This design comes from an exercise in tuning for small area on the open sky130 flow, not from production work. The RTL was checked by simulation tests, not by an equivalence proof against the original design. Power and IR drop assume default switching activity.

Setup of onyx:
## systolic
module systolic #(parameter SIZE = 4) (
    input  logic                     clk, reset,
    input  logic [SIZE*8-1:0]        a_in,
    input  logic [SIZE*8-1:0]        b_in,
    input  logic [SIZE-1:0]          valid_a,
    input  logic [SIZE-1:0]          valid_b,
    output logic [SIZE*SIZE*32-1:0]  out
    );
export LEC_CHECK = 0
export ABC_AREA = 1
export CAP_MARGIN = 20
export CORE_MARGIN = 2
export CORE_UTILIZATION = 55
export CTS_BUF_LIST = sky130_fd_sc_hd__clkbuf_4 sky130_fd_sc_hd__clkbuf_8
export SLEW_MARGIN = 20
export SYNTH_HIERARCHICAL = 1
export SYNTH_MINIMUM_KEEP_SIZE = 0
create_clock -name core_clock -period 8.0 [get_ports {clk}]
standard.sh (not shown) runs the stock make flow with config.mk's settings and CLKGATE_MAP_FILE= SYNTH_SCRIPT=/design/flow/synth_recipe.tcl, a recipe that flattens the netlist after the stock synthesis.
==> flow/flow/run.sh <==
#!/bin/bash
# Standard layout, with the port buffers made of the smallest buffer cell.
set -e
export BUFFER_PORTS_ARGS="-buffer_cell sky130_fd_sc_hd__buf_1"
bash standard.sh > standard.log 2>&1
#### Input delta (pepper over onyx)
# onyx
export LEC_CHECK = 0
export ABC_AREA = 1
export CAP_MARGIN = 20
export CORE_MARGIN = 2
export CORE_UTILIZATION = 55
export CTS_BUF_LIST = sky130_fd_sc_hd__clkbuf_4 sky130_fd_sc_hd__clkbuf_8
export SLEW_MARGIN = 20
export SYNTH_HIERARCHICAL = 1
export SYNTH_MINIMUM_KEEP_SIZE = 0
create_clock -name core_clock -period 8.0 [get_ports {clk}]
# pepper
export LEC_CHECK = 0
export ABC_AREA = 1
export CAP_MARGIN = 20
export CORE_MARGIN = 2
export CORE_UTILIZATION = 60
export SLEW_MARGIN = 20
export SYNTH_HIERARCHICAL = 1
export SYNTH_MINIMUM_KEEP_SIZE = 0
create_clock -name core_clock -period 8.0 [get_ports {clk}]
==> flow/flow/run.sh <==
#!/bin/bash
# Standard layout (the standard.sh), with two changes:
# - the port buffers are the smallest buffer cell (buf_1);
# - clock tree synthesis builds larger sink clusters and inserts no dummy loads.
set -e
export BUFFER_PORTS_ARGS="-buffer_cell sky130_fd_sc_hd__buf_1"
export CTS_ARGS="-sink_clustering_enable -repair_clock_nets -dont_use_dummy_load -buf_list {sky130_fd_sc_hd__clkbuf_4 sky130_fd_sc_hd__clkbuf_8} -sink_clustering_size 14 -sink_clustering_max_diameter 80"
bash standard.sh > standard.log 2>&1
The estimated power of pepper ends up lower than the estimate for onyx.
pepper against onyx: sequential share of layout area went up, detailed placer's ending HPWL went down, highest attainable clock frequency went down, routability congestion estimate from global placement went up.
Diff onyx -> pepper | share of the clock period used by the worst path | increase of 0.35 points
The inputs of juniper differ from those of pepper as listed below.
==> flow/flow/run.sh <==
#!/bin/bash
# Standard layout (the standard.sh), with two changes:
# - the port buffers are the smallest buffer cell (buf_1);
# - clock tree synthesis builds larger sink clusters and inserts no dummy loads.
set -e
export BUFFER_PORTS_ARGS="-buffer_cell sky130_fd_sc_hd__buf_1"
export CTS_ARGS="-sink_clustering_enable -repair_clock_nets -dont_use_dummy_load -buf_list {sky130_fd_sc_hd__clkbuf_4 sky130_fd_sc_hd__clkbuf_8 sky130_fd_sc_hd__clkbuf_16} -sink_clustering_size 18 -sink_clustering_max_diameter 90"
bash standard.sh > standard.log 2>&1
==> summary.txt <==
As far as number of setup violations in the final report is concerned, pepper and juniper perform about the same. pepper → juniper: setup slack grew by 0.0078 ns, storage element area barely changed, initial antenna violation count has decreased. Via count delta (juniper -> pepper): insignificant. juniper and pepper ended up with roughly the same fmax. Status: global-route usage parity (juniper, pepper). Number of iterations in the first detailed-routing pass came out exactly the same in pepper and juniper. Between pepper and juniper, the minimum clock period after layout is lower for juniper. When juniper is measured against pepper, its combinational share of power turns out 0.6 points lower.

[separate check: timing with driven ports]
Ports are ideal in the flow. The routed layouts listed here were re-timed in OpenROAD. Step 1: set_driving_cell puts a clkbuf_16 on clk and a buf_2 on each other input, an assumption about the parent block. Step 2 moves the port delays by t, midway between the first and last clock arrival at a register: inputs arrive t later, outputs are due t later. That takes back most of the time a late clock gives input paths. a / b / c = ideal / step 1 / step 2; a / b = the first two.
run	shift t [ns]	setup slack, ns	worst slew at a driven data input, ns
onyx	0.894	0.327 / 0.327 / 0.209	0.10
pepper	0.806	0.299 / 0.299 / 0.151	0.09
juniper	0.705	0.307 / 0.307 / 0.206	0.08
After both steps setup and hold are still met in every run listed. The setup slack of pepper, which loses most, moves by 0.000 ns with the drivers and by -0.148 ns with both steps.
